This design comes from an exercise in tuning for small area, a short achievable clock period and few clock cycles per item on the open sky130 flow, not from production work. Only simulation tests tie the RTL to the original design; equivalence was not proved. Power and IR drop assume default switching activity.

[flow/run.sh]
#!/bin/bash
# synth_recipe.tcl (not shown) runs the flow's synth.tcl, then flattens the netlist and writes it again
# the make line also repeats each setting of config.mk as NAME=value (left out here)
make -C /OpenROAD-flow-scripts/flow DESIGN_CONFIG=/design/flow/config.mk WORK_HOME=/design/flow/orfs CLKGATE_MAP_FILE= SYNTH_SCRIPT=/design/flow/synth_recipe.tcl finish
[flow/design.v]
module ysyx_22040228divider (
    input        wire                                       clk               ,
    input        wire                                       rst               ,
    input        wire    [63:0]                             diviser           ,
    input        wire    [63:0]                             dividend          ,
    input        wire    [7 :0]                             inst_opcode       ,
    input        wire                                       div_ready         ,
    output       wire    [63:0]                             div_rem_data      ,
    output       wire                                       div_finish
);
localparam [2:0] S_IDLE = 3'd0,
                 S_PREP = 3'd1,
                 S_CHK  = 3'd2,
                 S_RUN  = 3'd3,
                 S_FIX1 = 3'd4,
                 S_FIX2 = 3'd5,
                 S_DONE = 3'd6;
reg     [2:0]    st       ;
reg              finish   ;
reg     [63:0]   R        ;    
reg     [71:0]   D        ;    
reg     [63:0]   Q        ;    
reg     [6:0]    t        ;    
reg              ci       ;    
reg              aln      ;    
reg              wrd      ;    
reg              rem      ;    
reg              aneg     ;    
reg              bneg     ;    
reg              nfin     ;    
wire op_div   = (inst_opcode == 8'b10000110  );
wire op_divw  = (inst_opcode == 8'b01010001 );
wire op_divuw = (inst_opcode == 8'b00100101);
wire op_rem   = (inst_opcode == 8'b11000001  );
wire op_remu  = (inst_opcode == 8'b10000101 );
wire op_remw  = (inst_opcode == 8'b00010011 );
wire op_remuw = (inst_opcode == 8'b01000011);
wire i_sgn  = op_div | op_divw | op_rem | op_remw ;
wire i_wrd  = op_divw | op_divuw | op_remw | op_remuw ;
wire i_rem  = op_rem | op_remu | op_remw | op_remuw ;
wire i_aneg = i_sgn & (i_wrd ? dividend[31] : dividend[63]) ;
wire i_bneg = i_sgn & (i_wrd ? diviser[31]  : diviser[63] ) ;
wire [63:0] a_mag = {(i_wrd ? 32'b0 : (dividend[63:32] ^ {32{i_aneg}})), dividend[31:0] ^ {32{i_aneg}}} ;
wire [63:0] b_mag = {(i_wrd ? 32'b0 : (diviser[63:32]  ^ {32{i_bneg}})), diviser[31:0]  ^ {32{i_bneg}}} ;
reg [63:0] H ;
reg [63:0] hl ;
integer k, l ;
always @(*) begin
    H = R ;
    for (l = 0; l < 6; l = l + 1) begin
        hl = H ;
        for (k = 0; k < 64; k = k + 1)
            if (((k >> l) & 1) == 0)
                H[k] = hl[k] | hl[(k | (1 << l)) & ~((1 << l) - 1)] ;
    end
end
wire d_hi   = |D[71:64] ;
wire len_ge = d_hi | (|(D[63:0] & ~{1'b0, H[63:1]})) ;    
wire len_gt = d_hi | (|(D[63:0] & ~H)) ;                  
wire len_g2 = (|D[71:65]) | (|(D[64:1] & ~H)) ;           
wire d_zero = ~(|D) & ~bneg ;                             
wire [63:0] sub_b = ~D[63:0] ;
reg  [63:0] ag, ap, cg, cp, cgl, cpl ;
integer m, n ;
always @(*) begin
    ag = R & sub_b ;
    ap = R ^ sub_b ;
    cg = ag ;
    cp = ap ;
    for (n = 0; n < 6; n = n + 1) begin
        cgl = cg ;
        cpl = cp ;
        for (m = 0; m < 64; m = m + 1)
            if (((m >> n) & 1) == 1) begin
                cg[m] = cgl[m] | (cpl[m] & cgl[((m >> n) << n) - 1]) ;
                cp[m] = cpl[m] & cpl[((m >> n) << n) - 1] ;
            end
    end
end
wire [64:0] cy  = {cg | (cp & {64{ci}}), ci} ;    
wire [64:0] sub = {cy[64], ap ^ cy[63:0]} ;
wire        ge  = sub[64] & ~d_hi ;
wire idle   = (st == S_IDLE) ;
wire prep   = (st == S_PREP) ;
wire quick  = d_zero | len_gt ;                             
wire chk_q  = (st == S_CHK) & quick ;
wire run    = (st == S_RUN) | ((st == S_CHK) & ~quick) ;
wire shift8 = run & aln & H[0] & ~len_ge ;                  
wire skip2  = run & ~shift8 & (t != 7'd0) & len_g2 ;        
wire step1  = run & ~shift8 & ~skip2 ;
wire iter   = step1 | skip2 ;
wire last   = (skip2 & (t == 7'd1)) | (step1 & (t == 7'd0)) ;
wire fin    = chk_q | (iter & last) ;                       
wire nf     = chk_q ? (rem ? aneg : d_zero) : nfin ;        
wire tofix  = chk_q ? (rem & aneg) : nfin ;                 
wire [63:0] q_next = (skip2 | chk_q) ? {Q[61:0], 2'b00} : {Q[62:0], ge} ;
wire        use_sub = prep | (st == S_FIX2) | (ge & step1 & ~(last & ~rem)) ;
wire [63:0] r_oth   = idle ? a_mag : (fin ? ((rem ? R : q_next) ^ {64{nf}}) : R) ;
always @(posedge clk) begin
    if (idle | prep | (st == S_FIX1))
        D <= {8'b0, b_mag | {64{(idle & i_aneg) | (st == S_FIX1)}}} ;
    else if (shift8)
        D <= {D[63:0], {8{bneg}}} ;
    else if (skip2)
        D <= {2'b0, D[71:2]} ;
    else
        D <= {1'b0, D[71:1]} ;
    Q <= iter ? q_next : 64'b0 ;
    if (idle)
        t <= 7'd0 ;
    else if (shift8)
        t <= t + 7'd8 ;
    else if (iter)
        t <= t - (skip2 ? 7'd2 : 7'd1) ;
    if (idle)
        ci <= i_aneg | ~i_bneg ;
    else if (prep)
        ci <= ~bneg ;
    else if (st == S_FIX1)
        ci <= 1'b1 ;
    if (idle) begin
        aln  <= 1'b1 ;
        wrd  <= i_wrd ;
        rem  <= i_rem ;
        aneg <= i_aneg ;
        bneg <= i_bneg ;
        nfin <= i_rem ? i_aneg : (i_aneg ^ i_bneg) ;
    end
    else if (iter)
        aln <= 1'b0 ;
    R <= use_sub ? (sub[63:0] ^ {64{fin & rem & nf}}) : r_oth ;
end
always @(posedge clk) begin
    if (rst == 1'b1) begin
        st     <= S_IDLE ;
        finish <= 1'b0 ;
    end
    else begin
        case (st)
            S_IDLE : begin
                finish <= 1'b0 ;
                if (div_ready)
                    st <= i_aneg ? S_PREP : S_CHK ;
            end
            S_PREP :
                st <= S_CHK ;
            S_FIX1 :
                st <= S_FIX2 ;
            S_FIX2 : begin
                st     <= S_DONE ;
                finish <= 1'b1 ;
            end
            S_DONE : begin
                st     <= S_IDLE ;
                finish <= 1'b0 ;
            end
            default : begin    
                if (fin) begin
                    st     <= tofix ? S_FIX1 : S_DONE ;
                    finish <= ~tofix ;
                end
                else
                    st <= S_RUN ;
            end
        endcase
    end
end
assign div_finish   = finish ;
assign div_rem_data = wrd ? {{32{R[31]}}, R[31:0]} : R ;
endmodule
module ysyx_22040228divunit (
    input        wire                                       clk               ,
    input        wire                                       rst               ,
    input        wire    [63:0]                             op1_i             ,
    input        wire    [63:0]                             op2_i             ,
    input        wire    [7 :0]                             inst_opcode_i     ,
    input        wire                                       div_ready         ,
    output       wire    [63:0]                             div_rem_data      ,
    output       wire                                       div_finish
);
ysyx_22040228divider divider2 (
    .clk              (clk            ) ,
    .rst              (rst            ) ,
    .dividend         (op1_i          ) ,
    .diviser          (op2_i          ) ,
    .inst_opcode      (inst_opcode_i  ) ,
    .div_ready        (div_ready      ) ,
    .div_rem_data     (div_rem_data   ) ,
    .div_finish       (div_finish     )
);
endmodule
[flow/config.mk]
export PLATFORM = sky130hd
export DESIGN_NAME = ysyx_22040228divunit
export DESIGN_NICKNAME = ysyx_22040228divunit
export VERILOG_FILES = /design/flow/design.v
export SDC_FILE = /design/flow/constraint.sdc
export NUM_CORES = 4
export LEC_CHECK = 0
export CAP_MARGIN = 20
export CORE_MARGIN = 2
export CORE_UTILIZATION = 40
export PLACE_DENSITY = 0.6
export SETUP_SLACK_MARGIN = 1.5
export SLEW_MARGIN = 20
[flow/constraint.sdc]
create_clock -name core_clock -period 5.5 [get_ports {clk}]
set_input_delay 1.1000 -clock core_clock [delete_from_list [all_inputs] [get_ports {clk}]]
set_output_delay 1.1000 -clock core_clock [all_outputs]
set_load 0.01 [all_outputs]
==> metrics.cfg, run 1 <==
[setup_path]
arrival_ps=4550
crit_slowest_cell=edfxtp_1
end_kind=flip-flop
worst_setup_path_start_kind=flip-flop
critical_path.max_fanout=4
critical_path_required_ps=5980
cp_cell_sequence=nor4_4 > nand4_1 > buf_6 > buf_4 > nor4_2 > a2111oi_2 > o2111ai_2 > o31ai_4 > buf_6 > nor4_4 > inv_2 > buf_4 > ha_1 > a211oi_2 > o21ai_1 > or3_1 > a21oi_1
slowest_delay_ps=550
path_class=reg -> reg

[flow_run]
maxCapViolCount=0

[timing]
finalMaxSlewViolations=0
period_share=0.7400
slew_headroom=0.3145
fmax_mhz=245.7
fin_skew_ps=30.71
layout_min_cycle_time_ps=4070
worstMarginPinSlew_ps=1028
setup_violations=0
setup-tns-final_ps=0
rsz0062_at_grt=true
hold_viol=0

[routing]
totalWireLength_um=76480
drt_iter0_drc=2549
vias_per_cell=5.861
vias=19130
final_antenna_net_count=0
drc=0
wire_per_inst_um=23.44
drtPass1Iterations=6

[hold_path]
hold_class=reg -> reg

[floorplanning]
die_w_um=221.0
dieArea_mm2=0.04885
start_util=0.4047
fp-row-count=79
die_y_um=221.0
core_area_mm2=0.04656
ios=204

[outcome]
status=timing/DRC/antenna clean

[clock_tree]
hold_buffers=0
clkLatencyLatePin_ps=580
clk_pin_slew_ps=60
cts.root.buffer_cell=clkbuf_16
tritoncts=built
cts_buffer_depth=3
cts-htree-levels=1
numCtsBuffers=27
cts.sinks=217

[power_and_ir_drop]
leakage_nw=9.139
ir_worst_vdd_mv=0.6637
cellPowerDensity_mw_per_mm2=821.4

[final_layout]
fin_util=0.5154
syn2layout_area_growth_pct=27.37
final_cell_mix=nor2_1, o21ai_0, nand2_1
final_common_cell=nor2_1
diodes=0
layout.nets=2846
layout-drive-gt1-share=0.1242

[yosys]
yosysSeqAreaShare=0.2678
synth_enable_flop_cells=70
syn-num-nets=2652
ys.flop_type=dfxtp_1
synth_cell_types=87
synth_area_mm2=0.01884
async_reset_ff_frac=0
avgSynthCellArea_um2=7.718
syn_inst=2441
yosys_register_bits=217
yosysWarnings=1

[place]
dp_hpwl_um=56290
numPortBuffers=203
place_congestion=1.033

[grt]
antenna_found_initial=0
grt_use_total=0.2960
globalRouteOverflowTotal=0
grt_first_pass_wirelength_um=112700
grt_start_max_net_pins=97
grt_pass1_vias=18020

## cells in the mapped netlist (27+ instances only)
cell,instances,area [um^2]
inv_1,132,495.5
xor2_1,71,621.9
dfxtp_1,147,2943
mux2i_1,134,1341
a31oi_1,52,325.3
nand2_1,210,788.3
ha_1,70,875.8
nor3_1,35,175.2
o21ai_0,249,1246
nand2b_1,35,219.0
clkbuf_1,103,386.6
nor4_1,32,200.2
buf_4,42,315.3
edfxtp_1,70,2102
xnor2_1,181,1585
nor2_1,255,957.2
a21oi_1,187,935.9
and3_1,33,206.5
nand3_1,27,135.1
## worst max-delay path, delay by kind of cell (launching register included)
| family | cells | cell delay, ps |
|---|---|---|
| flip-flops | 1 | 550 |
| AO/OA/AOI/OAI | 6 | 900 |
| buffers and inverters | 5 | 720 |
| adder cells (fa/ha/maj) | 1 | 270 |
| AND/OR/NAND/NOR | 5 | 1520 |
## per-stage QoR
| stage | instances | instance area, um^2 | hold WS [ps] | setup WS (ps) | total power [mW] |
|---|---|---|---|---|---|
| floorplan | 2441 | 18950 | 423.2 | 1503 | 12.10 |
| global placement | 3127 | 21470 | 476.1 | 780.5 | 15.98 |
| detailed placement | 3127 | 21470 | 479.1 | 794.4 | 16.07 |
| CTS | 3240 | 23260 | 488.9 | 1431 | 18.72 |
| global route | 3263 | 24000 | 510.9 | 1305 | 20.86 |
| finish | 3263 | 24000 | 503.0 | 1430 | 19.71 |
## final timing paths
kind	from	endpoint	slack (ps)	cells past startpoint
worst max-delay path	divider2.R[40]$_DFFE_PP_	divider2.t[5]$_SDFFE_PP0P_	1430	17
worst min-delay path	divider2.aln$_SDFFE_PP1N_	divider2.aln$_SDFFE_PP1N_	500	2
worst max register to register	divider2.R[40]$_DFFE_PP_	divider2.t[5]$_SDFFE_PP0P_	1430	17
worst min register to register	divider2.aln$_SDFFE_PP1N_	divider2.aln$_SDFFE_PP1N_	500	2
## power by group
group          internal [mW]  leakage (nW)  switching (mW)
Sequential              2.63          1.92            1.16
Combinational           5.96          6.78            8.14
Clock                   1.06         0.440           0.764
Total                   9.64          9.14            10.1
## state kept, by name (all words and copies together) (netlist names)
name and cells:
divider2.st 3, divider2.wrd 1, divider2.D 72, divider2.nfin 1, divider2.Q 63, divider2.aneg 1
divider2.ci 1, divider2.t 7, divider2.R 64, divider2.rem 1, divider2.aln 1, divider2.bneg 1
divider2.finish 1
## per-layer routing
layer,GRT usage,up-vias,share of wire
li1,-,9023,-
met1,0.4523,9117,0.47
met2,0.4278,881,0.42
met3,0.04568,104,0.089
met4,0.07729,0,0.028
met5,0,-,0
## cell families (layout without fill, tap and decap cells)
group / count (synthesis) / in the layout / synth area share
buf+inv: 314 / 527 / 0.07352
flops: 217 / 217 / 0.2678
compound gates: 718 / 720 / 0.2322
fa+ha+maj: 72 / 72 / 0.04862
other cells: 1 / 1 / 0.0001991
simple gates: 722 / 722 / 0.1809
xor+xnor: 256 / 256 / 0.1206
mux: 141 / 141 / 0.07618
## cell type report
| class | count | area (um^2) |
|---|---|---|
| timing repair buffer | 343 | 3485 |
| clock inverter | 13 | 120.1 |
| sequential | 217 | 5047 |
| inverter | 134 | 503.0 |
| clock buffer | 37 | 785.8 |
| tap | 607 | 759.5 |
| multi-input combinational | 1912 | 13300 |
| fill | 4467 | 22560 |
## repair_timing
action / CTS / global route
setup buffers: 57 / 20
setup endpoints to repair: 275 / 190
pin swaps: 23 / 25
gates resized for setup: 54 / 118
gates cloned: 6 / 3
Testbench counts, summed over its fixed seeds: cycles 41,001, items 3,200.
==> run 2, diff against run 1 <==
--- a/flow/design.v
+++ b/flow/design.v
@@ -57,5 +57,4 @@
 wire d_hi   = |D[71:64] ;
 wire len_ge = d_hi | (|(D[63:0] & ~{1'b0, H[63:1]})) ;    
-wire len_gt = d_hi | (|(D[63:0] & ~H)) ;                  
 wire len_g2 = (|D[71:65]) | (|(D[64:1] & ~H)) ;           
 wire d_zero = ~(|D) & ~bneg ;                             
@@ -83,5 +82,5 @@
 wire idle   = (st == S_IDLE) ;
 wire prep   = (st == S_PREP) ;
-wire quick  = d_zero | len_gt ;                             
+wire quick  = d_zero ;
 wire chk_q  = (st == S_CHK) & quick ;
 wire run    = (st == S_RUN) | ((st == S_CHK) & ~quick) ;
@@ -92,12 +91,14 @@
 wire last   = (skip2 & (t == 7'd1)) | (step1 & (t == 7'd0)) ;
 wire fin    = chk_q | (iter & last) ;                       
-wire nf     = chk_q ? (rem ? aneg : d_zero) : nfin ;        
-wire tofix  = chk_q ? (rem & aneg) : nfin ;                 
-wire [63:0] q_next = (skip2 | chk_q) ? {Q[61:0], 2'b00} : {Q[62:0], ge} ;
+wire q_zero = ~(|Q[62:0]) & ~ge ;                          
+wire tofix  = chk_q ? (rem ? aneg : 1'b1) : (nfin & (rem | ~q_zero)) ;    
+wire [63:0] q_next = (skip2 | chk_q) ? {Q[61:0], 1'b0, chk_q & d_zero} : {Q[62:0], ge} ;
 wire        use_sub = prep | (st == S_FIX2) | (ge & step1 & ~(last & ~rem)) ;
-wire [63:0] r_oth   = idle ? a_mag : (fin ? ((rem ? R : q_next) ^ {64{nf}}) : R) ;
+wire [63:0] r_oth   = idle ? a_mag : ((st == S_FIX1) ? 64'b0 : ((fin & ~rem) ? q_next : R)) ;
 always @(posedge clk) begin
-    if (idle | prep | (st == S_FIX1))
-        D <= {8'b0, b_mag | {64{(idle & i_aneg) | (st == S_FIX1)}}} ;
+    if (idle | prep)
+        D <= {8'b0, b_mag | {64{idle & i_aneg}}} ;
+    else if (st == S_FIX1)
+        D <= {8'b0, R} ;
     else if (shift8)
         D <= {D[63:0], {8{bneg}}} ;
@@ -129,5 +130,5 @@
     else if (iter)
         aln <= 1'b0 ;
-    R <= use_sub ? (sub[63:0] ^ {64{fin & rem & nf}}) : r_oth ;
+    R <= use_sub ? sub[63:0] : r_oth ;
 end
 always @(posedge clk) begin
==> flow/flow/run.sh (new file) <==
#!/bin/bash
set -e
export BUFFER_PORTS_ARGS="-buffer_cell sky130_fd_sc_hd__buf_1"
cat standard.sh > standard_sh_copy.log
bash standard.sh > flow_standard.log 2>&1
==> flow/standard.sh (new file) <==
#!/bin/bash
# synth_recipe.tcl (not shown) runs the flow's synth.tcl, then flattens the netlist and writes it again
# the make line also repeats each setting of config.mk as NAME=value (left out here)
make -C /OpenROAD-flow-scripts/flow DESIGN_CONFIG=/design/flow/config.mk WORK_HOME=/design/flow/orfs CLKGATE_MAP_FILE= SYNTH_SCRIPT=/design/flow/synth_recipe.tcl "${@:-finish}"
removed: flow/run.sh
==> metrics.cfg, run 2 <==
[timing]
setup-tns-final_ps=0  ; unchanged
period_share=0.7756  ; +0.03554
slew_headroom=0.04337  ; -0.2712
fin_skew_ps=14.35  ; -16.36 ps
fmax_mhz=234.4  ; -4.6%
worstMarginPinSlew_ps=1435  ; +406.9 ps
rsz0062_at_grt=true
setup_violations=0  ; unchanged
layout_min_cycle_time_ps=4266  ; +195.5 ps
hold_viol=0  ; unchanged
finalMaxSlewViolations=0  ; unchanged

[routing]
drt_iter0_drc=1792  ; -30%
drtPass1Iterations=8  ; +2
final_antenna_net_count=0  ; unchanged
drc=0  ; unchanged
vias=16420  ; -14%
wire_per_inst_um=23.95  ; +2.2%
totalWireLength_um=65450  ; -14%
vias_per_cell=6.008  ; +2.5%

[setup_path]
crit_end=divider2.R[57]$_DFFE_PP_
cp_cell_sequence=or4_4 > nor4b_4 > nand4_2 > or3_4 > a41oi_4 > o31ai_4 > o31ai_4 > buf_6 > buf_12 > buf_16 > mux2i_4 > o22ai_1 > mux2_4
path_buf_inv=3  ; -2
r2r_end=divider2.R[57]$_DFFE_PP_
startpoint=divider2.R[57]$_DFFE_PP_
crit_slowest_cell=or4_4
path_class=reg -> reg
critical_path.max_fanout=8  ; +4
r2r_slack_ps=1230  ; -200 ps
r2r_start=divider2.R[57]$_DFFE_PP_
reg2reg_depth=13  ; -4
cp_top_family=simple AND/OR/NAND/NOR gates
end_kind=flip-flop
worst_setup_path_start_kind=flip-flop
arrival_ps=4570  ; +20 ps
critical_path_required_ps=5810  ; -170 ps
cp.depth=13  ; -4
slowest_delay_ps=550  ; about the same
crit_top_cell=o31ai_4

[yosys]
yosysMostFrequentCell=o21ai_0
synth_cell_types=86  ; -1.1%
yosysWarnings=1  ; unchanged
synth_enable_flop_cells=70  ; unchanged
syn-num-nets=2143  ; -19%
synth_top_area_frac=0.1819  ; +0.02570
avgSynthCellArea_um2=8.369  ; +8.4%
syn_inst=1933  ; -21%
yosysSeqAreaShare=0.3118  ; +0.04405
synth_top_area_cell=dfxtp_1
yosys_register_bits=217  ; unchanged
ys.flop_type=dfxtp_1
async_reset_ff_frac=0  ; unchanged
synth_area_leaders=dfxtp_1, edfxtp_1, xnor2_1
synth_common_cells=o21ai_0, nand2_1, dfxtp_1, xnor2_1, a21oi_1
synth_area_mm2=0.01618  ; -14%

[grt]
globalRouteOverflowTotal=0  ; unchanged
grt_first_pass_wirelength_um=94450  ; -16%
grt_use_total=0.2923  ; -0.003675
antenna_found_initial=1  ; +1
grt_start_max_net_pins=125  ; +29%
grt_pass1_vias=15370  ; -15%

[final_layout]
layout-drive-gt1-share=0.2006  ; +0.07639
layout.nets=2398  ; -16%
final_common_cell=buf_1
diodes=0  ; unchanged
fin_util=0.5337  ; +0.01827
syn2layout_area_growth_pct=31.37
final_cell_mix=buf_1, o21ai_0, nand2_1
final_area_mm2=0.02125  ; -11%
top_register=divider2.D
final_cells=2733  ; -16%
largestRegisters=divider2.D: 72 flops, divider2.R: 64 flops, divider2.Q: 63 flops
largest_reg_flops=72  ; unchanged

[place]
placed_cells=2550  ; -18%
dp_hpwl_um=44980  ; -20%
placed_cell_area_mm2=0.01724  ; -20%
numPortBuffers=203  ; unchanged
place_congestion=0.9446  ; -8.6%

[clock_tree]
tritoncts=built
clk_pin_slew_ps=60  ; about the same
hold_buffers=0  ; unchanged
cts_buffer_depth=3  ; unchanged
numCtsBuffers=26  ; -3.7%
cts.root.buffer_cell=clkbuf_16
cts.sinks=217  ; unchanged
clkLatencyLatePin_ps=560  ; -20 ps
cts-htree-levels=1  ; unchanged

[flow_run]
maxCapViolCount=0  ; unchanged

[floorplanning]
dieArea_mm2=0.04207  ; -14%
die_w_um=205.1  ; -7.2%
start_util=0.4062  ; +0.001586
ios=204  ; unchanged
die_y_um=205.1  ; -7.2%
fp-row-count=73  ; -7.6%
core_area_mm2=0.03982  ; -14%

[power_and_ir_drop]
leakage_nw=7.753  ; -15%
cellPowerDensity_mw_per_mm2=687.4  ; -16%
ir_worst_vdd_mv=0.3360  ; -49%

[hold_path]
hold_class=reg -> reg
min_path_cells=2  ; unchanged

[outcome]
status=timing/DRC/antenna clean

==> run 2: layer usage <==
metal | GRT usage | vias up | wire length (um)
li1 | - | 7528 | -
met1 | 0.4243 | 7973 | 28570
met2 | 0.4625 | 807 | 29910
met3 | 0.03150 | 112 | 5146
met4 | 0.07143 | 0 | 1825
met5 | 0 | - | 0
==> run 2: worst register-to-register path: stages (launching register included) <==
cell and delay (ps):
edfxtp_1 420, or4_4 560, nor4b_4 330, nand4_2 200, or3_4 420, a41oi_4 270, o31ai_4 140, o31ai_4 410
buf_6 220, buf_12 120, buf_16 160, mux2i_4 260, o22ai_1 140, mux2_4 360
==> run 2: stage by stage <==
step	total power, mW	hold slack [ps]	worst slack [ps]
after global placement	10.45	474.8	558.7
final	14.61	511.7	1234
after CTS	13.18	485.5	1289
after detailed placement	10.51	475.9	493.1
after floorplan	8.399	431.7	1428
after global routing	15.43	505.5	1160
==> run 2: cell families (layout without fill, tap and decap cells) <==
kind of cell / Yosys count / count (layout) / synth area share
other: 1 / 1 / 0.0002318
xor gates and xnor gates: 184 / 184 / 0.09961
buffers and inverters: 263 / 538 / 0.07564
muxes: 130 / 130 / 0.08453
adders and majority gates: 71 / 71 / 0.05584
AOI/OAI and AO/OA: 579 / 579 / 0.2252
and+or+nand+nor: 488 / 488 / 0.1471
DFF: 217 / 217 / 0.3118
==> run 2: worst min-delay path by stage <==
stage	from	to
final	divider2.aln$_SDFFE_PP1N_	divider2.aln$_SDFFE_PP1N_
after global routing	divider2.aln$_SDFFE_PP1N_	divider2.aln$_SDFFE_PP1N_
after CTS	divider2.aln$_SDFFE_PP1N_	divider2.aln$_SDFFE_PP1N_
after detailed placement	divider2.aln$_SDFFE_PP1N_	divider2.aln$_SDFFE_PP1N_
after global placement	divider2.D[69]$_SDFF_PP0_	divider2.D[67]$_SDFF_PP0_
after floorplan	divider2.aln$_SDFFE_PP1N_	divider2.aln$_SDFFE_PP1N_
==> run 2: what timing repair did <==
item,in CTS,in global routing
pin swaps,9,29
resized for setup,150,208
setup buffers,51,71
setup endpoints to repair,241,166
cloned,7,6
==> run 2: layout make-up <==
class | count | area (um^2)
Tap cell | 525 | 656.9
Clock inverter | 13 | 121.4
Multi-Input combinational cell | 1453 | 11740
Clock buffer | 35 | 714.4
Timing Repair inverter | 1 | 5.005
Inverter | 125 | 474.2
Timing Repair Buffer | 364 | 2470
Sequential cell | 217 | 5070
Fill cell | 3634 | 18570
==> run 2: power breakdown <==
group	switching (mW)	total [mW]	leakage (nW)	internal [mW]
registers	1.05	3.46	1.95	2.41
logic	5.32	9.42	5.40	4.10
clock network	0.734	1.74	0.405	1.00
Testbench counts of run 2, summed over its fixed seeds: cycles 40,989, items 3,200.
==> run 3, diff against run 2 <==
==> flow/run.sh (new file) <==
#!/bin/bash
# synth_recipe.tcl (not shown) runs the flow's synth.tcl, then flattens the netlist and writes it again
# the make line also repeats each setting of config.mk as NAME=value (left out here)
make -C /OpenROAD-flow-scripts/flow DESIGN_CONFIG=/design/flow/config.mk WORK_HOME=/design/flow/orfs CLKGATE_MAP_FILE= SYNTH_SCRIPT=/design/flow/synth_recipe.tcl finish
removed: flow/flow/run.sh
removed: flow/standard.sh
==> metrics.cfg, run 3 <==
[yosys]
yosysWarnings=1  ; unchanged
synth_top_family_by_area=compound AO/OA/AOI/OAI gates
synth_top_area_frac=0.1819  ; unchanged
syn-num-nets=2143  ; unchanged
synth_area_mm2=0.01618  ; unchanged
synth_enable_flop_cells=70  ; unchanged
yosys_register_bits=217  ; unchanged
synthAdderAreaFrac=0.05584  ; unchanged
ys.flop_type=dfxtp_1
synth_common_cells=o21ai_0, nand2_1, dfxtp_1, xnor2_1, a21oi_1
muxShareOfSynthArea=0.08453  ; unchanged
synth_cell_types=86  ; unchanged
async_reset_ff_frac=0  ; unchanged
synth_area_leaders=dfxtp_1, edfxtp_1, xnor2_1
yosysMostFrequentCell=o21ai_0
syn_inst=1933  ; unchanged
synth_top_area_cell=dfxtp_1
synthXorXnorAreaFrac=0.09961  ; unchanged
yosysSeqAreaShare=0.3118  ; unchanged
synth_compound_area_frac=0.2252  ; unchanged
avgSynthCellArea_um2=8.369  ; unchanged
yosys.area_share.simple=0.1471  ; unchanged

[clock_tree]
cts.root.buffer_cell=clkbuf_16
numCtsBuffers=26  ; unchanged
cts.sinks=217  ; unchanged
tritoncts=built
hold_buffers=0  ; unchanged
cts_buffer_depth=3  ; unchanged
cts-htree-levels=1  ; unchanged
clk_pin_slew_ps=60  ; about the same
clkLatencyLatePin_ps=560  ; about the same

[power_and_ir_drop]
switchingPower_mw=7.241  ; +2.0%
seq_power_share=0.237  ; about the same
p_sw_frac=0.4884  ; +0.002524
ir_worst_vdd_mv=0.4873  ; +45%
internal-power_mw=7.584  ; +0.98%
p_clk_frac=0.117  ; -0.002
power.share.combinational=0.646  ; about the same
cellPowerDensity_mw_per_mm2=682.5  ; -0.70%
leakage_nw=8.091  ; +4.4%

[grt]
antenna_found_initial=0  ; -1
grt_start_max_net_pins=125  ; unchanged
grt_use_total=0.2986  ; +0.006284
globalRouteOverflowTotal=0  ; unchanged
grt_pass1_vias=15620  ; +1.6%
grt_first_pass_wirelength_um=96090  ; +1.7%

[timing]
worstMarginPinSlew_ps=974.2  ; -460.8 ps
period_share=0.7774  ; +0.001853
rsz0062_at_grt=true
fmax_mhz=233.9  ; -0.24%
slew_headroom=0.3481  ; +0.3048
setup_violations=0  ; unchanged
fin_hold_ws_ps=485.5  ; -26.21 ps
fin_skew_ps=25.75  ; +11.41 ps
hold_viol=0  ; unchanged
setup-tns-final_ps=0  ; unchanged
fin_ws_ps=1224  ; -10.19 ps
finalMaxSlewViolations=0  ; unchanged
layout_min_cycle_time_ps=4276  ; +10.19 ps

[floorplanning]
die_w_um=205.1  ; unchanged
start_util=0.4062  ; unchanged
ios=204  ; unchanged
fp-row-count=73  ; unchanged
die_y_um=205.1  ; unchanged
dieArea_mm2=0.04207  ; unchanged
core_area_mm2=0.03982  ; unchanged

[setup_path]
arrival_ps=4560  ; about the same
cp_cell_sequence=buf_4 > nor3_2 > nand4_1 > or4b_4 > a31o_2 > a31oi_4 > nor4_4 > buf_6 > o31ai_4 > buf_4 > clkbuf_16 > clkbuf_16 > mux2i_4 > o22ai_2 > mux2_1
critical_path_required_ps=5790  ; -20 ps
slowest_delay_ps=580  ; +30 ps
path_class=reg -> reg
critical_path.max_fanout=10  ; +2
worst_setup_path_start_kind=flip-flop
path_buf_inv=5  ; +2
cp_top_family=simple AND/OR/NAND/NOR gates
r2r_slack_ps=1220  ; about the same
end_kind=flip-flop
crit_slowest_cell=or4b_4

[final_layout]
final_common_cell=clkdlybuf4s50_1
regArea_mm2=0.005062  ; -0.15%
top_register=divider2.D
diodes=0  ; unchanged
multi_input_area_mm2=0.01124  ; -4.3%
fillers=3610  ; -0.66%
layout-drive-gt1-share=0.1710  ; -0.02962
final_cell_mix=clkdlybuf4s50_1, o21ai_0, nand2_1
layout.nets=2377  ; -0.88%
final_cells=2712  ; -0.77%
largestRegisters=divider2.D: 72 flops, divider2.R: 64 flops, divider2.Q: 63 flops
syn2layout_area_growth_pct=34.26
largest_reg_flops=72  ; unchanged

[outcome]
status=timing/DRC/antenna clean

[routing]
drtPass1Iterations=6  ; -2
final_antenna_net_count=0  ; unchanged
vias_per_cell=6.084  ; +1.3%
drc=0  ; unchanged
totalWireLength_um=65650  ; +0.30%
wire_per_inst_um=24.21  ; +1.1%
drt_iter0_drc=2250  ; +26%
vias=16500  ; +0.48%

[place]
place_congestion=0.9411  ; -0.37%
dp_hpwl_um=46400  ; +3.2%
numPortBuffers=203  ; unchanged
placed_cells=2553  ; +0.12%
place_ws_ps=632.0  ; +139.0 ps

[flow_run]
maxCapViolCount=0  ; unchanged

[hold_path]
hold_class=reg -> reg

## run 3: area by class of cell
cell class,count,share of cell area
Timing Repair Buffer,343,0.1582
Sequential cell,217,0.2331
Clock buffer,40,0.03566
Timing Repair inverter,1,0.0001728
Inverter,125,0.02183
Tap cell,525,0.03024
Clock inverter,8,0.003341
Multi-Input combinational cell,1453,0.5175
## run 3: worst reg2reg max path, cell delays in order, from the launching register on
cell and delay [ps]:
edfxtp_1 530, buf_4 200, nor3_2 200, nand4_1 210, or4b_4 580, a31o_2 280, a31oi_4 210, nor4_4 110
buf_6 160, o31ai_4 280, buf_4 180, clkbuf_16 150, clkbuf_16 190, mux2i_4 250, o22ai_2 140, mux2_1 340
## run 3: cells by family (layout without fill, tap and decap cells)
logic type,Yosys count,in the layout
adder cells (fa/ha/maj),71,71
flip-flops,217,217
multiplexers,130,130
AO/OA/AOI/OAI,579,579
XOR/XNOR,184,184
other,1,1
buffers and inverters,263,517
AND/OR/NAND/NOR,488,488
## run 3: layer usage
layer  share of wire  up-vias  global-route usage
met5               0        -                   0
met1            0.44     8001              0.4342
met3           0.090      105             0.04120
met4           0.028        0             0.07117
met2            0.44      917              0.4656
li1                -     7476                   -
## run 3: final timing paths
path         depth (start not counted)                        end                       from
max                                 15   divider2.R[22]$_DFFE_PP_   divider2.R[18]$_DFFE_PP_
max reg2reg                         15   divider2.R[22]$_DFFE_PP_   divider2.R[18]$_DFFE_PP_
min                                  2  divider2.aln$_SDFFE_PP1N_  divider2.aln$_SDFFE_PP1N_
min reg2reg                          2  divider2.aln$_SDFFE_PP1N_  divider2.aln$_SDFFE_PP1N_
## run 3: timing repair
item	CTS	global route
buffers inserted	66	35
cloned	4	6
pin swaps	23	16
resized for setup	132	116
endpoints found under the hold margin	0	0
endpoints found under the setup margin	271	205
## run 3: power groups by stage
stage / logic [mW] / registers, mW / clock network, mW
after CTS: 8.64 / 3.46 / 1.75
after global placement: 7.67 / 3.53 / 0
after global routing: 10.2 / 3.54 / 1.81
final: 9.58 / 3.51 / 1.74
after floorplan: 5.46 / 2.94 / 0
after detailed placement: 7.72 / 3.51 / 0
## run 3: stage by stage
| step | util | instance area (um^2) | power, mW |
|---|---|---|---|
| 4_1_cts | 0.5198 | 20700 | 13.85 |
| 6_report | 0.5454 | 21720 | 14.83 |
| 2_1_floorplan | - | 16240 | 8.399 |
| 5_1_grt | 0.5454 | 21720 | 15.60 |
| 3_3_place_gp | 0.4650 | 18520 | 11.21 |
| 3_5_place_dp | 0.4650 | 18520 | 11.23 |
==> run 4, diff against run 3 <==
--- a/flow/config.mk
+++ b/flow/config.mk
@@ -12,2 +12,3 @@
 export SETUP_SLACK_MARGIN = 1.5
 export SLEW_MARGIN = 20
+export TNS_END_PERCENT = 5
==> metrics.cfg, run 4 <==
[outcome]
status=timing/DRC/antenna clean

[final_layout]
top_register=divider2.D
syn2layout_area_growth_pct=29.46
largest_reg_flops=72  ; unchanged
multi_input_area_mm2=0.01086  ; -3.3%
final_common_cell=clkdlybuf4s50_1
regArea_mm2=0.005051  ; -0.22%
final_cell_mix=clkdlybuf4s50_1, o21ai_0, nand2_1
layout.nets=2328  ; -2.1%
layout-drive-gt1-share=0.1328  ; -0.03818
fillers=3794  ; +5.1%
largestRegisters=divider2.D: 72 flops, divider2.R: 64 flops, divider2.Q: 63 flops

[grt]
busiest_layer=met2
global_route.usage.met2=0.4504  ; -0.01520
grt_use_total=0.2911  ; -0.007524
antenna_found_initial=6  ; +6
grt_first_pass_wirelength_um=93770  ; -2.4%
globalRouteOverflowTotal=0  ; unchanged
grt_start_max_net_pins=125  ; unchanged
grt_pass1_vias=15290  ; -2.1%
gr-usage-met1=0.4263  ; -0.007865
gr-usage-met3=0.03277  ; -0.008431

[clock_tree]
cts-htree-levels=1  ; unchanged
clkLatencyLatePin_ps=560  ; about the same
hold_buffers=0  ; unchanged
numCtsBuffers=26  ; unchanged
cts.root.buffer_cell=clkbuf_16
clk_pin_slew_ps=60  ; about the same
cts_buffer_depth=3  ; unchanged
tritoncts=built
cts.sinks=217  ; unchanged

[timing]
hold_viol=0  ; unchanged
period_share=0.7791  ; +0.001695
finalMaxSlewViolations=0  ; unchanged
fin_skew_ps=11.71  ; -14.04 ps
fmax_mhz=233.4  ; -0.22%
layout_min_cycle_time_ps=4285  ; +9.320 ps
setup_violations=0  ; unchanged
worstMarginPinSlew_ps=1115  ; +140.3 ps
slew_headroom=0.2570  ; -0.09115
rsz0062_at_grt=true
setup-tns-final_ps=0  ; unchanged

[place]
numPortBuffers=203  ; unchanged
place_congestion=0.9317  ; -1.0%
dp_hpwl_um=45490  ; -2.0%

[power_and_ir_drop]
leakage_nw=7.829  ; -3.2%
cellPowerDensity_mw_per_mm2=675.3  ; -1.1%
ir_worst_vdd_mv=0.4069  ; -16%
p_sw_frac=0.4805  ; -0.007941
seq_power_share=0.238  ; about the same
power.share.combinational=0.633  ; -0.013
power_mw=14.14  ; -4.6%
p_clk_frac=0.129  ; +0.012
internal-power_mw=7.347  ; -3.1%
switchingPower_mw=6.796  ; -6.1%

[setup_path]
end_kind=flip-flop
path_class=reg -> reg
arrival_ps=4550  ; about the same
worst_setup_path_start_kind=flip-flop
critical_path_required_ps=5770  ; -20 ps
critical_path.max_fanout=8  ; -2

[yosys]
synth_common_cells=o21ai_0, nand2_1, dfxtp_1, xnor2_1, a21oi_1
yosysMostFrequentCell=o21ai_0
synth_top_area_cell=dfxtp_1
async_reset_ff_frac=0  ; unchanged
synth_area_leaders=dfxtp_1, edfxtp_1, xnor2_1
synth_area_mm2=0.01618  ; unchanged
yosysSeqAreaShare=0.3118  ; unchanged
yosys_register_bits=217  ; unchanged
avgSynthCellArea_um2=8.369  ; unchanged
synth_enable_flop_cells=70  ; unchanged
synth_cell_types=86  ; unchanged
ys.flop_type=dfxtp_1
syn-num-nets=2143  ; unchanged
syn_inst=1933  ; unchanged
yosysWarnings=1  ; unchanged
synth_top_area_frac=0.1819  ; unchanged

[floorplanning]
start_util=0.4062  ; unchanged
die_y_um=205.1  ; unchanged
die_w_um=205.1  ; unchanged
fp-row-count=73  ; unchanged
ios=204  ; unchanged
dieArea_mm2=0.04207  ; unchanged
core_area_mm2=0.03982  ; unchanged

[hold_path]
hold_class=reg -> reg

[routing]
vias=16160  ; -2.0%
drtPass1Iterations=6  ; unchanged
final_antenna_net_count=0  ; unchanged
drc=0  ; unchanged
vias_per_cell=6.068  ; -0.27%
drt_iter0_drc=1819  ; -19%
totalWireLength_um=63860  ; -2.7%
wire_per_inst_um=23.97  ; -0.97%

[flow_run]
maxCapViolCount=0  ; unchanged

## run 4: cell counts after synthesis
No cell type changed its count.
## run 4: cell type report
cell class              instances  area share
multi-input cells            1453      0.5187
flip-flops and latches        217      0.2412
repair buffers                294      0.1429
clock buffers                  42     0.04140
well taps                     525     0.03136
inverters                     125     0.02264
clock inverters                 6    0.001494
repair inverters                1   0.0001792
diodes                          1   0.0001195
## run 4: power by group through the flow
| stage | logic, mW | registers (mW) | clock network, mW |
|---|---|---|---|
| floorplan | 5.46 | 2.94 | 0 |
| global placement | 7.52 | 3.38 | 0 |
| detailed placement | 7.58 | 3.38 | 0 |
| CTS | 8.32 | 3.32 | 1.83 |
| global route | 9.63 | 3.42 | 1.88 |
| finish | 8.95 | 3.37 | 1.82 |
## run 4: timing repair
action,in CTS,in global routing
resized for setup,101,80
pin swaps,14,12
gates cloned,6,2
buffers inserted,36,14
setup endpoints to repair,265,234
## run 4: critical path: stages (launching register included)
cell       delay (ps)
edfxtp_1          430
or4_4             580
nor4b_4           400
nand4_4           160
or3_4             420
a31oi_4           220
nor4_4             90
buf_6             150
o31ai_4           280
buf_6             170
buf_12            160
mux2i_1           250
a2bb2oi_1         560
mux2i_1           140
## run 4: cells by family (layout without fill, tap and decap cells)
logic type	Yosys count	count (layout)	share of synthesized area
buffers and inverters	263	468	0.07564
other	1	2	0.0002318
muxes	130	130	0.08453
and+or+nand+nor	488	488	0.1471
DFF	217	217	0.3118
xor gates and xnor gates	184	184	0.09961
adders and majority gates	71	71	0.05584
AOI/OAI and AO/OA	579	579	0.2252
## run 4: metal layers
layer	wire length, um	up-vias
li1	-	7390
met1	28220	7793
met2	28070	862
met3	5572	115
met4	1975	4
met5	27	-
## run 4: metrics by stage
step / instances / hold slack [ps] / instance area, um^2 / setup slack (ps) / utilization
finish: 2664 / 478.6 / 20940 / 1215 / 0.5259
global route: 2663 / 513.0 / 20940 / 1154 / 0.5259
CTS: 2647 / 475.0 / 20340 / 1311 / 0.5109
detailed placement: 2557 / 465.2 / 18530 / 675.1 / 0.4653
global placement: 2557 / 454.5 / 18530 / 637.5 / 0.4653
floorplan: 1933 / 431.7 / 16240 / 1380 / -
## run 4: worst paths after layout
check	endpoint	from	slack, ps	cells past startpoint
max	divider2.R[45]$_DFFE_PP_	divider2.R[58]$_DFFE_PP_	1210	13
min	divider2.aln$_SDFFE_PP1N_	divider2.aln$_SDFFE_PP1N_	480	2
max reg2reg	divider2.R[45]$_DFFE_PP_	divider2.R[58]$_DFFE_PP_	1210	13
min reg2reg	divider2.aln$_SDFFE_PP1N_	divider2.aln$_SDFFE_PP1N_	480	2
==> run 5, diff against run 4 <==
--- a/flow/config.mk
+++ b/flow/config.mk
@@ -10,5 +10,4 @@
 export CORE_UTILIZATION = 40
 export PLACE_DENSITY = 0.6
-export SETUP_SLACK_MARGIN = 1.5
+export SETUP_SLACK_MARGIN = 0.8
 export SLEW_MARGIN = 20
-export TNS_END_PERCENT = 5
==> metrics.cfg, run 5 <==
[outcome]
status=timing/DRC/antenna clean

[routing]
totalWireLength_um=60110  ; -5.9%
vias=15650  ; -3.2%
vias_per_cell=5.961  ; -1.8%
drt_iter0_drc=1562  ; -14%
drc=0  ; unchanged
wire_per_inst_um=22.90  ; -4.5%
drtPass1Iterations=6  ; unchanged
final_antenna_net_count=0  ; unchanged

[grt]
grt_pass1_vias=14690  ; -3.9%
grt_first_pass_wirelength_um=89050  ; -5.0%
antenna_found_initial=3  ; -3
gr-usage-met1=0.4070  ; -0.01931
grt_use_total=0.2758  ; -0.01531
global_route.usage.met2=0.4088  ; -0.04163
grt_start_max_net_pins=125  ; unchanged
busiest_layer=met2
gr-usage-met3=0.04566  ; +0.01289
globalRouteOverflowTotal=0  ; unchanged

[floorplanning]
die_y_um=205.1  ; unchanged
die_w_um=205.1  ; unchanged
ios=204  ; unchanged
dieArea_mm2=0.04207  ; unchanged
core_area_mm2=0.03982  ; unchanged
start_util=0.4062  ; unchanged
fp-row-count=73  ; unchanged

[yosys]
synth_area_leaders=dfxtp_1, edfxtp_1, xnor2_1
avgSynthCellArea_um2=8.369  ; unchanged
yosysMostFrequentCell=o21ai_0
syn-num-nets=2143  ; unchanged
synthAdderAreaFrac=0.05584  ; unchanged
yosys_register_bits=217  ; unchanged
synth_top_area_frac=0.1819  ; unchanged
synth_top_area_cell=dfxtp_1
synth_common_cells=o21ai_0, nand2_1, dfxtp_1, xnor2_1, a21oi_1
yosys.area_share.simple=0.1471  ; unchanged
ys.flop_type=dfxtp_1
muxShareOfSynthArea=0.08453  ; unchanged
synth_compound_area_frac=0.2252  ; unchanged
synth_cell_types=86  ; unchanged
synth_area_mm2=0.01618  ; unchanged
synth_enable_flop_cells=70  ; unchanged
async_reset_ff_frac=0  ; unchanged
synthXorXnorAreaFrac=0.09961  ; unchanged
yosysSeqAreaShare=0.3118  ; unchanged
synth_top_family_by_area=compound AO/OA/AOI/OAI gates
syn_inst=1933  ; unchanged
yosysWarnings=1  ; unchanged

[setup_path]
worst_setup_path_start_kind=flip-flop
path_class=reg -> reg
critical_path_required_ps=5770  ; about the same
end_kind=flip-flop
arrival_ps=4940  ; +390 ps
r2r_start=divider2.R[59]$_DFFE_PP_
startpoint=divider2.R[59]$_DFFE_PP_
critical_path.max_fanout=16  ; +8

[clock_tree]
hold_buffers=0  ; unchanged
clkLatencyLatePin_ps=550  ; about the same
cts.root.buffer_cell=clkbuf_16
cts_buffer_depth=3  ; unchanged
cts-htree-levels=1  ; unchanged
clk_pin_slew_ps=60  ; about the same
numCtsBuffers=27  ; +3.8%
tritoncts=built
cts.sinks=217  ; unchanged

[hold_path]
hold_class=reg -> reg
hp-start=divider2.D[71]$_SDFF_PP0_

[timing]
rsz0062_at_grt=true
layout_min_cycle_time_ps=4672  ; +386.9 ps
fin_skew_ps=11.03  ; -0.6839 ps
setup-tns-final_ps=0  ; unchanged
period_share=0.8494  ; +0.07034
worstMarginPinSlew_ps=943.7  ; -170.8 ps
finalMaxSlewViolations=0  ; unchanged
fmax_mhz=214.0  ; -8.3%
hold_viol=0  ; unchanged
setup_violations=0  ; unchanged
slew_headroom=0.3709  ; +0.1139
fin_hold_ws_ps=499.7  ; +21.02 ps

[final_layout]
top_register=divider2.D
syn2layout_area_growth_pct=21.26
final_common_cell=clkdlybuf4s50_1
largest_reg_flops=72  ; unchanged
final_area_mm2=0.01962  ; -6.3%
layout-drive-gt1-share=0.06527  ; -0.06757
final_cell_mix=clkdlybuf4s50_1, o21ai_0, nand2_1
layout.nets=2288  ; -1.7%
final_cells=2625  ; -1.5%
largestRegisters=divider2.D: 72 flops, divider2.R: 64 flops, divider2.Q: 63 flops

[power_and_ir_drop]
ir_worst_vdd_mv=0.4261  ; +4.7%
power_mw=13.06  ; -7.7%
cellPowerDensity_mw_per_mm2=665.8  ; -1.4%
leakage_nw=7.459  ; -4.7%

[place]
dp_hpwl_um=45270  ; -0.48%
place_congestion=0.9164  ; -1.6%
placed_cells=2561  ; +0.16%
placed_cell_area_mm2=0.01855  ; +0.12%
numPortBuffers=203  ; unchanged

[flow_run]
maxCapViolCount=0  ; unchanged

## run 5: cell counts after synthesis
No cell type changed its count.
## run 5: layout make-up
cell class	count	area (um^2)
Timing Repair Buffer	254	2497
Sequential cell	217	5045
Antenna cell	1	2.502
Tap cell	525	656.9
Clock buffer	34	743.2
Fill cell	3894	20210
Clock inverter	16	137.6
Multi-Input combinational cell	1453	10060
Inverter	125	471.7
## run 5: repair_timing
action                     in CTS  in global routing
setup endpoints to repair      36                 89
gates resized for setup         1                 15
pin swaps                       0                  3
buffers inserted                0                 11
gates cloned                    0                  2
## run 5: path summary, 6_finish.rpt
path         slack, ps  cells after the start                        end
max                830                     13   divider2.R[23]$_DFFE_PP_
max reg2reg        830                     13   divider2.R[23]$_DFFE_PP_
min                500                      2  divider2.D[69]$_SDFF_PP0_
min reg2reg        500                      2  divider2.D[69]$_SDFF_PP0_
## run 5: cells by family (layout without fill, tap and decap cells)
logic type,after synthesis,count (layout)
DFF,217,217
AOI/OAI and AO/OA,579,579
other,1,2
and+or+nand+nor,488,488
xor gates and xnor gates,184,184
muxes,130,130
buffers and inverters,263,429
adders and majority gates,71,71
## run 5: worst max-delay path, cell delays in order, from the launching register on
cell and delay (ps):
edfxtp_1 510, or4_4 550, nor4b_4 260, buf_4 180, nand4_2 210, or3_4 460, a31oi_2 280, nor4_4 140
buf_4 170, o31ai_4 400, clkbuf_16 310, mux2i_1 260, a2bb2oi_1 520, mux2i_1 140
## run 5: per-layer routing
metal | wire length [um] | part of all wire
met5 | 0 | 0
met4 | 1876 | 0.031
met3 | 5343 | 0.089
met2 | 25730 | 0.43
met1 | 27160 | 0.45
## run 5: where the power goes
part / leakage [nW] / switching [mW] / internal [mW]
combinational: 5.07 / 4.57 / 3.28
sequential: 1.95 / 1.02 / 2.39
clock: 0.440 / 0.752 / 1.05
## run 5: through the flow
step | utilization | setup slack [ps]
finish | 0.4926 | 828.1
global route | 0.4926 | 698.5
CTS | 0.4882 | 867.3
detailed placement | 0.4659 | 772.0
global placement | 0.4659 | 801.3
floorplan | - | 890.5
==> run 6, diff against run 5 <==
--- a/flow/design.v
+++ b/flow/design.v
@@ -86,14 +86,15 @@
 wire run    = (st == S_RUN) | ((st == S_CHK) & ~quick) ;
 wire shift8 = run & aln & H[0] & ~len_ge ;                  
-wire skip2  = run & ~shift8 & (t != 7'd0) & len_g2 ;        
+wire skip2  = run & ~shift8 & (t[6:1] != 6'd0) & len_g2 ;  
 wire step1  = run & ~shift8 & ~skip2 ;
 wire iter   = step1 | skip2 ;
-wire last   = (skip2 & (t == 7'd1)) | (step1 & (t == 7'd0)) ;
+wire last   = step1 & (t == 7'd0) ;                         
 wire fin    = chk_q | (iter & last) ;                       
 wire q_zero = ~(|Q[62:0]) & ~ge ;                          
 wire tofix  = chk_q ? (rem ? aneg : 1'b1) : (nfin & (rem | ~q_zero)) ;    
+wire [63:0] q_last = {Q[62:0], ge & ~chk_q} | {63'b0, chk_q & d_zero} ;
 wire [63:0] q_next = (skip2 | chk_q) ? {Q[61:0], 1'b0, chk_q & d_zero} : {Q[62:0], ge} ;
 wire        use_sub = prep | (st == S_FIX2) | (ge & step1 & ~(last & ~rem)) ;
-wire [63:0] r_oth   = idle ? a_mag : ((st == S_FIX1) ? 64'b0 : ((fin & ~rem) ? q_next : R)) ;
+wire [63:0] r_oth   = idle ? a_mag : ((st == S_FIX1) ? 64'b0 : ((fin & ~rem) ? q_last : R)) ;
 always @(posedge clk) begin
     if (idle | prep)
--- a/flow/config.mk
+++ b/flow/config.mk
@@ -10,4 +10,4 @@
 export CORE_UTILIZATION = 40
 export PLACE_DENSITY = 0.6
-export SETUP_SLACK_MARGIN = 0.8
+export SETUP_SLACK_MARGIN = 1.5
 export SLEW_MARGIN = 20
==> metrics.cfg, run 6 <==
[setup_path]
critical_path_required_ps=5900  ; +130 ps
end_kind=flip-flop
critical_path.max_fanout=7  ; -9
arrival_ps=4340  ; -600 ps
r2r_slack_ps=1560  ; +730 ps
worst_setup_path_start_kind=flip-flop
path_class=reg -> reg

[clock_tree]
numCtsBuffers=26  ; -3.7%
hold_buffers=0  ; unchanged
clk_pin_slew_ps=60  ; about the same
cts.sinks=217  ; unchanged
cts-htree-levels=1  ; unchanged
cts.root.buffer_cell=clkbuf_16
clkLatencyLatePin_ps=550  ; about the same
tritoncts=built
cts_buffer_depth=3  ; unchanged

[yosys]
yosys_register_bits=217  ; unchanged
synth_common_cells=nand2_1, nor2_1, a21oi_1
syn-num-nets=2232  ; +4.2%
synth_enable_flop_cells=70  ; unchanged
syn_inst=2022  ; +4.6%
ys.flop_type=dfxtp_1
synth_top_area_cell=dfxtp_1
synth_area_mm2=0.01605  ; -0.79%
yosysMostFrequentCell=nand2_1
synth_cell_types=80  ; -7.0%
yosysSeqAreaShare=0.3143  ; +0.002479
yosysWarnings=1  ; unchanged
synth_top_area_frac=0.1833  ; +0.001446
avgSynthCellArea_um2=7.938  ; -5.2%
async_reset_ff_frac=0  ; unchanged
synth_area_leaders=dfxtp_1, edfxtp_1, xor2_1

[final_layout]
syn2layout_area_growth_pct=24.23
largest_reg_flops=72  ; unchanged
diodes=0  ; -1
layout.nets=2396  ; +4.7%
final_area_mm2=0.01994  ; +1.6%
final_common_cell=nand2_1
largestRegisters=divider2.D: 72 flops, divider2.R: 64 flops, divider2.Q: 63 flops
fin_util=0.5030  ; +0.01038
fillers=3836  ; -1.5%
final_cell_mix=nand2_1, clkdlybuf4s50_1, nor2_1
layout-drive-gt1-share=0.09383  ; +0.02857
top_register=divider2.D
final_cells=2731  ; +4.0%

[timing]
hold_viol=0  ; unchanged
fin_skew_ps=21.62  ; +10.59 ps
finalMaxSlewViolations=0  ; unchanged
layout_min_cycle_time_ps=3940  ; -731.6 ps
slew_headroom=0.2262  ; -0.1447
fin_hold_ws_ps=459.0  ; -40.70 ps
setup_violations=0  ; unchanged
worstMarginPinSlew_ps=1159  ; +215.7 ps
fmax_mhz=253.8  ; +19%
fin_ws_ps=1560  ; +731.6 ps
period_share=0.7164  ; -0.1330
rsz0062_at_grt=true
setup-tns-final_ps=0  ; unchanged

[routing]
topRoutingLayerUsed=met5
final_antenna_net_count=0  ; unchanged
totalWireLength_um=61580  ; +2.4%
vias_per_cell=5.893  ; -1.1%
vias=16100  ; +2.9%
route.met2.wl_um=28260  ; +9.8%
met1_length_um=26700  ; -1.7%
drc=0  ; unchanged
wl_met3_um=4889  ; -8.5%
drt_iter0_drc=1730  ; +11%
drtPass1Iterations=5  ; -1
wire_per_inst_um=22.55  ; -1.5%

[floorplanning]
ios=204  ; unchanged
start_util=0.4049  ; -0.001347
core_area_mm2=0.03964  ; -0.46%
fp-row-count=73  ; unchanged
die_y_um=204.3  ; -0.39%
die_w_um=204.3  ; -0.39%
dieArea_mm2=0.04174  ; -0.77%

[power_and_ir_drop]
cellPowerDensity_mw_per_mm2=652.4  ; -2.0%
internal-power_mw=6.719  ; about the same
seq_power_share=0.258  ; -0.003
leakage_nw=8.243  ; +11%
p_sw_frac=0.4835  ; -0.002262
switchingPower_mw=6.289  ; -0.87%
ir_worst_vdd_mv=0.3104  ; -27%
p_clk_frac=0.137  ; about the same
power.share.combinational=0.605  ; +0.004
power_mw=13.01  ; -0.41%

[grt]
antenna_found_initial=2  ; -1
globalRouteOverflowTotal=0  ; unchanged
grt_first_pass_wirelength_um=92480  ; +3.9%
grt_pass1_vias=15360  ; +4.5%
grt_start_max_net_pins=88  ; -30%
grt_use_total=0.2853  ; +0.009534

[place]
numPortBuffers=203  ; unchanged
dp_hpwl_um=44890  ; -0.84%
placed_cells=2640  ; +3.1%
place_congestion=0.9899  ; +8.0%
place_ws_ps=819.5  ; +47.44 ps
placed_cell_area_mm2=0.01836  ; -1.0%

[flow_run]
maxCapViolCount=0  ; unchanged

[outcome]
status=timing/DRC/antenna clean

[hold_path]
hold_class=reg -> reg

-- run 6: changes by cell type after synthesis, sizes merged, moves of 54 or more --
cell    change
a22oi      +58
nand2      +60
nor2       +55
o21ai      -82
o221ai     -54
xnor2      -75
xor2       +76
-- run 6: cells by family after synthesis --
kind of cell    synth area share
xor+xnor                  0.1010
other cells            0.0002336
compound gates            0.2273
fa+ha+maj                0.05628
flops                     0.3143
mux                      0.04412
buf+inv                  0.07686
simple gates              0.1799
-- run 6: final cells by class --
type,instances,area (um^2),area share
multi-input cells,1532,10160,0.5094
clock buffers,37,774.5,0.03884
inverters,134,503.0,0.02523
flip-flops and latches,217,5055,0.2535
repair buffers,275,2698,0.1353
clock inverters,11,96.34,0.004832
well taps,525,656.9,0.03294
-- run 6: path summary, 6_finish.rpt --
kind | cells after the start | to | start
worst max register to register | 14 | divider2.t[6]$_SDFFE_PP0P_ | divider2.D[21]$_DFF_P_
worst max-delay path | 14 | divider2.t[6]$_SDFFE_PP0P_ | divider2.D[21]$_DFF_P_
worst min register to register | 2 | divider2.aln$_SDFFE_PP1N_ | divider2.aln$_SDFFE_PP1N_
worst min-delay path | 2 | divider2.aln$_SDFFE_PP1N_ | divider2.aln$_SDFFE_PP1N_
-- run 6: per-layer routing --
layer,vias to the layer above,GRT usage
li1,7546,-
met1,7721,0.3929
met2,728,0.4627
met3,98,0.04432
met4,2,0.07816
met5,-,0
-- run 6: power by group through the flow --
stage / clock, mW / sequential (mW) / combinational, mW
after floorplan: 0 / 2.92 / 5.21
after global placement: 0 / 3.32 / 7.14
final: 1.78 / 3.36 / 7.87
after global routing: 1.86 / 3.42 / 8.57
after detailed placement: 0 / 3.34 / 7.21
after CTS: 1.79 / 3.30 / 7.51
-- run 6: repair_timing --
item,CTS,global route
endpoints found under the setup margin,283,176
setup buffers,20,21
pin swaps,7,18
gates cloned,1,1
resized for setup,32,48
-- run 6: worst max-delay path, stage by stage (launching register included) --
cell	delay, ps
dfxtp_1	390
nor4_1	620
nand4_1	230
nor3_1	430
a311oi_2	330
o31ai_4	180
or3_4	250
ha_1	170
inv_2	50
fa_2	420
nor4_4	240
and3b_1	210
o21ai_2	70
xor2_1	160
nor2_1	50
Testbench counts of run 6, summed over its fixed seeds: cycles 41,156, items 3,200.
==> run 7, diff against run 6 <==
--- a/flow/design.v
+++ b/flow/design.v
@@ -93,4 +93,7 @@
 wire q_zero = ~(|Q[62:0]) & ~ge ;                          
 wire tofix  = chk_q ? (rem ? aneg : 1'b1) : (nfin & (rem | ~q_zero)) ;    
+wire [6:0] t_p8 = t + 7'd8 ;
+wire [6:0] t_m1 = t - 7'd1 ;
+wire [6:0] t_m2 = t - 7'd2 ;
 wire [63:0] q_last = {Q[62:0], ge & ~chk_q} | {63'b0, chk_q & d_zero} ;
 wire [63:0] q_next = (skip2 | chk_q) ? {Q[61:0], 1'b0, chk_q & d_zero} : {Q[62:0], ge} ;
@@ -112,7 +115,9 @@
         t <= 7'd0 ;
     else if (shift8)
-        t <= t + 7'd8 ;
-    else if (iter)
-        t <= t - (skip2 ? 7'd2 : 7'd1) ;
+        t <= t_p8 ;
+    else if (skip2)
+        t <= t_m2 ;
+    else if (step1)
+        t <= t_m1 ;
     if (idle)
         ci <= i_aneg | ~i_bneg ;
--- a/flow/config.mk
+++ b/flow/config.mk
@@ -12,2 +12,3 @@
 export SETUP_SLACK_MARGIN = 1.5
 export SLEW_MARGIN = 20
+export TNS_END_PERCENT = 5
==> metrics.cfg, run 7 <==
[timing]
finalMaxSlewViolations=0  ; unchanged
slew_headroom=0.3401  ; +0.1139
rsz0062_at_grt=true
worstMarginPinSlew_ps=987.5  ; -171.9 ps
hold_viol=0  ; unchanged
fin_skew_ps=15.37  ; -6.240 ps
fmax_mhz=253.3  ; -0.21%
period_share=0.7179  ; +0.001505
setup-tns-final_ps=0  ; unchanged
setup_violations=0  ; unchanged
fin_hold_ws_ps=482.6  ; +23.67 ps
layout_min_cycle_time_ps=3949  ; +8.280 ps

[setup_path]
crit_slowest_cell=edfxtp_1
r2r_slack_ps=1550  ; about the same
r2r_start=divider2.R[21]$_DFFE_PP_
cp_cell_sequence=buf_4 > nor4_4 > nand4_1 > buf_6 > a2111oi_4 > nor2_2 > o221ai_4 > a211oi_4 > or2_2 > or3_4 > o32ai_4 > buf_12 > buf_16 > nor2_1 > a31o_1
worst_setup_path_start_kind=flip-flop
reg2reg_depth=15  ; +1
critical_path.max_fanout=15  ; +8
r2r_end=divider2.R[43]$_DFFE_PP_
path_class=reg -> reg
cp_top_family=simple AND/OR/NAND/NOR gates
slowest_delay_ps=520  ; -100 ps
arrival_ps=4250  ; -90 ps
critical_path_required_ps=5800  ; -100 ps
end_kind=flip-flop
path_buf_inv=4  ; +3

[place]
place_congestion=0.9334  ; -5.7%
dp_hpwl_um=45740  ; +1.9%
numPortBuffers=203  ; unchanged

[routing]
vias_per_cell=6.056  ; +2.8%
drt_iter0_drc=1906  ; +10%
final_antenna_net_count=0  ; unchanged
wire_per_inst_um=23.50  ; +4.2%
vias=16540  ; +2.8%
totalWireLength_um=64190  ; +4.2%
drc=0  ; unchanged
drtPass1Iterations=6  ; +1

[floorplanning]
start_util=0.4045  ; about the same
dieArea_mm2=0.04180  ; +0.13%
ios=204  ; unchanged
die_w_um=204.4  ; about the same
core_area_mm2=0.03973  ; +0.23%
die_y_um=204.4  ; about the same
fp-row-count=73  ; unchanged

[final_layout]
multi_input_area_mm2=0.01043  ; +2.6%
largestRegisters=divider2.D: 72 flops, divider2.R: 64 flops, divider2.Q: 63 flops
top_register=divider2.D
final_common_cell=nand2_1
largest_reg_flops=72  ; unchanged
layout-drive-gt1-share=0.1405  ; +0.04669
fillers=3724  ; -2.9%
layout.nets=2395  ; -0.042%
diodes=0  ; unchanged
regArea_mm2=0.005069  ; +0.27%
syn2layout_area_growth_pct=28.31
final_cell_mix=nand2_1, clkdlybuf4s50_1, o21ai_0

[yosys]
synth_top_area_cell=dfxtp_1
async_reset_ff_frac=0  ; unchanged
ys.flop_type=dfxtp_1
synth_cell_types=82  ; +2.5%
yosys_register_bits=217  ; unchanged
yosysSeqAreaShare=0.3139  ; -0.0004160
syn_inst=2000  ; -1.1%
syn-num-nets=2209  ; -1.0%
yosysMostFrequentCell=nand2_1
synth_enable_flop_cells=70  ; unchanged
synth_top_area_frac=0.1831  ; -0.0002427
synth_common_cells=nand2_1, o21ai_0, dfxtp_1
yosysWarnings=1  ; unchanged
synth_area_mm2=0.01607  ; +0.13%
synth_area_leaders=dfxtp_1, edfxtp_1, xnor2_1
avgSynthCellArea_um2=8.036  ; +1.2%

[clock_tree]
clkLatencyLatePin_ps=550  ; about the same
cts-htree-levels=1  ; unchanged
cts_buffer_depth=3  ; unchanged
numCtsBuffers=26  ; unchanged
cts.sinks=217  ; unchanged
hold_buffers=0  ; unchanged
tritoncts=built
cts.root.buffer_cell=clkbuf_16
clk_pin_slew_ps=70  ; about the same

[power_and_ir_drop]
ir_worst_vdd_mv=0.3500  ; +13%
leakage_nw=7.685  ; -6.8%
cellPowerDensity_mw_per_mm2=736.7  ; +13%

[grt]
grt_first_pass_wirelength_um=91940  ; -0.59%
grt_use_total=0.2859  ; +0.0006138
globalRouteOverflowTotal=0  ; unchanged
grt_pass1_vias=15140  ; -1.4%
grt_start_max_net_pins=69  ; -22%
antenna_found_initial=3  ; +1

[hold_path]
hold_path_end=divider2.Q[62]$_SDFF_PN0_
min_path_cells=2  ; unchanged
hold_class=reg -> reg
hp-start=divider2.Q[61]$_SDFF_PN0_

[flow_run]
maxCapViolCount=0  ; unchanged

[outcome]
status=timing/DRC/antenna clean

run 7: changes by cell type after synthesis, moves of 36 or more:
cell,before,now
a22oi_1,61,25
a221oi_1,6,110
a211oi_1,61,4
mux2i_1,64,20
xnor2_1,72,120
o21ai_0,81,195
nor2_1,190,89
a21oi_1,176,138
xor2_1,113,60
run 7: area by class of cell:
type                    instances  share of cell area
clock buffers                  38             0.03829
clock inverters                10            0.006553
inverters                     122             0.02221
multi-input cells            1514              0.5056
flip-flops and latches        217              0.2458
well taps                     525             0.03185
repair buffers                305              0.1497
run 7: power by group:
group | switching [mW] | internal, mW | total, mW
clock network | 0.750 | 1.14 | 1.89
registers | 0.973 | 2.47 | 3.45
logic | 5.95 | 3.91 | 9.86
total | 7.67 | 7.52 | 15.2
run 7: metrics by stage:
step,util,cells,power [mW],setup slack (ps),instance area [um^2]
3_5_place_dp,0.4618,2615,11.92,518.3,18350
2_1_floorplan,-,2000,9.140,625.1,16080
6_report,0.5190,2731,15.19,1551,20620
3_3_place_gp,0.4618,2615,11.87,512.8,18350
4_1_cts,0.5002,2698,14.32,1395,19870
5_1_grt,0.5190,2731,16.04,1433,20620
run 7: kinds of logic (layout without fill, tap and decap cells):
family / after synthesis / count (layout) / synth area share
AOI/OAI and AO/OA: 669 / 669 / 0.2693
muxes: 20 / 20 / 0.01246
DFF: 217 / 217 / 0.3139
other: 1 / 1 / 0.0002333
xor gates and xnor gates: 180 / 180 / 0.09809
and+or+nand+nor: 570 / 574 / 0.1711
buffers and inverters: 273 / 475 / 0.07995
adders and majority gates: 70 / 70 / 0.05496
run 7: how the worst max path moves through the flow:
stage | start | to | slack (ps) | cells after the start
floorplan | divider2.D[69]$_SDFF_PP0_ | divider2.R[0]$_DFFE_PP_ | 630 | 10
global placement | divider2.R[25]$_DFFE_PP_ | divider2.R[27]$_DFFE_PP_ | 510 | 13
detailed placement | divider2.R[25]$_DFFE_PP_ | divider2.R[7]$_DFFE_PP_ | 520 | 12
CTS | divider2.D[3]$_DFF_P_ | divider2.R[20]$_DFFE_PP_ | 1400 | 16
global route | divider2.D[9]$_DFF_P_ | divider2.R[18]$_DFFE_PP_ | 1430 | 17
finish | divider2.R[21]$_DFFE_PP_ | divider2.R[43]$_DFFE_PP_ | 1550 | 15
run 7: worst min-delay path: cells and delay by family, from the launching register on:
kind,cells,cell delay [ps]
compound gates,1,50
flops,1,330
simple gates,1,60
run 7: metal layers:
layer  share of wire  wire (um)  vias up  track usage
li1                -          -     7667            -
met1            0.44      28050     7885       0.4054
met2            0.44      28410      865       0.4436
met3           0.089       5702      119      0.04751
met4           0.031       2007        2      0.08618
met5         0.00019         12        -            0
run 7: what timing repair did:
action | 4_1_cts | 5_1_grt
setup endpoints to repair | 271 | 253
cloned | 3 | 9
gates resized for setup | 55 | 86
buffers inserted | 32 | 24
pin swaps | 8 | 17
Testbench counts of run 7, summed over its fixed seeds: cycles 41,156, items 3,200.

port drivers added, routing unchanged:
The results above use ideal ports. As a check the final layouts listed here were re-extracted and re-timed, cells and wires unchanged. Step 1 assumes that a clkbuf_16 drives the clock port and a buf_2 every other input. Step 2 times the ports against the registers' clock, not the clock port: input delays grow and output delays shrink by t, the midpoint of the rising clock arrivals with the driver on. Slacks: ideal / step 1 / step 2; pairs: ideal / step 1.
run	t (ns)	slack for setup (ns)	worst register clock-pin slew, ns	cell pins on the clock port's net
run 1	0.624	1.430 / 1.430 / 1.144	0.07 / 0.07	1
run 2	0.605	1.234 / 1.234 / 1.234	0.06 / 0.06	1
run 3	0.599	1.224 / 1.224 / 1.116	0.07 / 0.07	1
run 4	0.600	1.215 / 1.215 / 0.788	0.07 / 0.07	1
run 5	0.603	0.828 / 0.828 / 0.828	0.06 / 0.06	1
run 6	0.597	1.560 / 1.560 / 1.023	0.07 / 0.07	1
run 7	0.599	1.551 / 1.551 / 1.033	0.07 / 0.07	1
After both steps setup and hold are still met in every run listed. For run 6, which loses most, drivers alone change the setup slack by 0.000 ns; drivers and shift together by -0.537 ns.
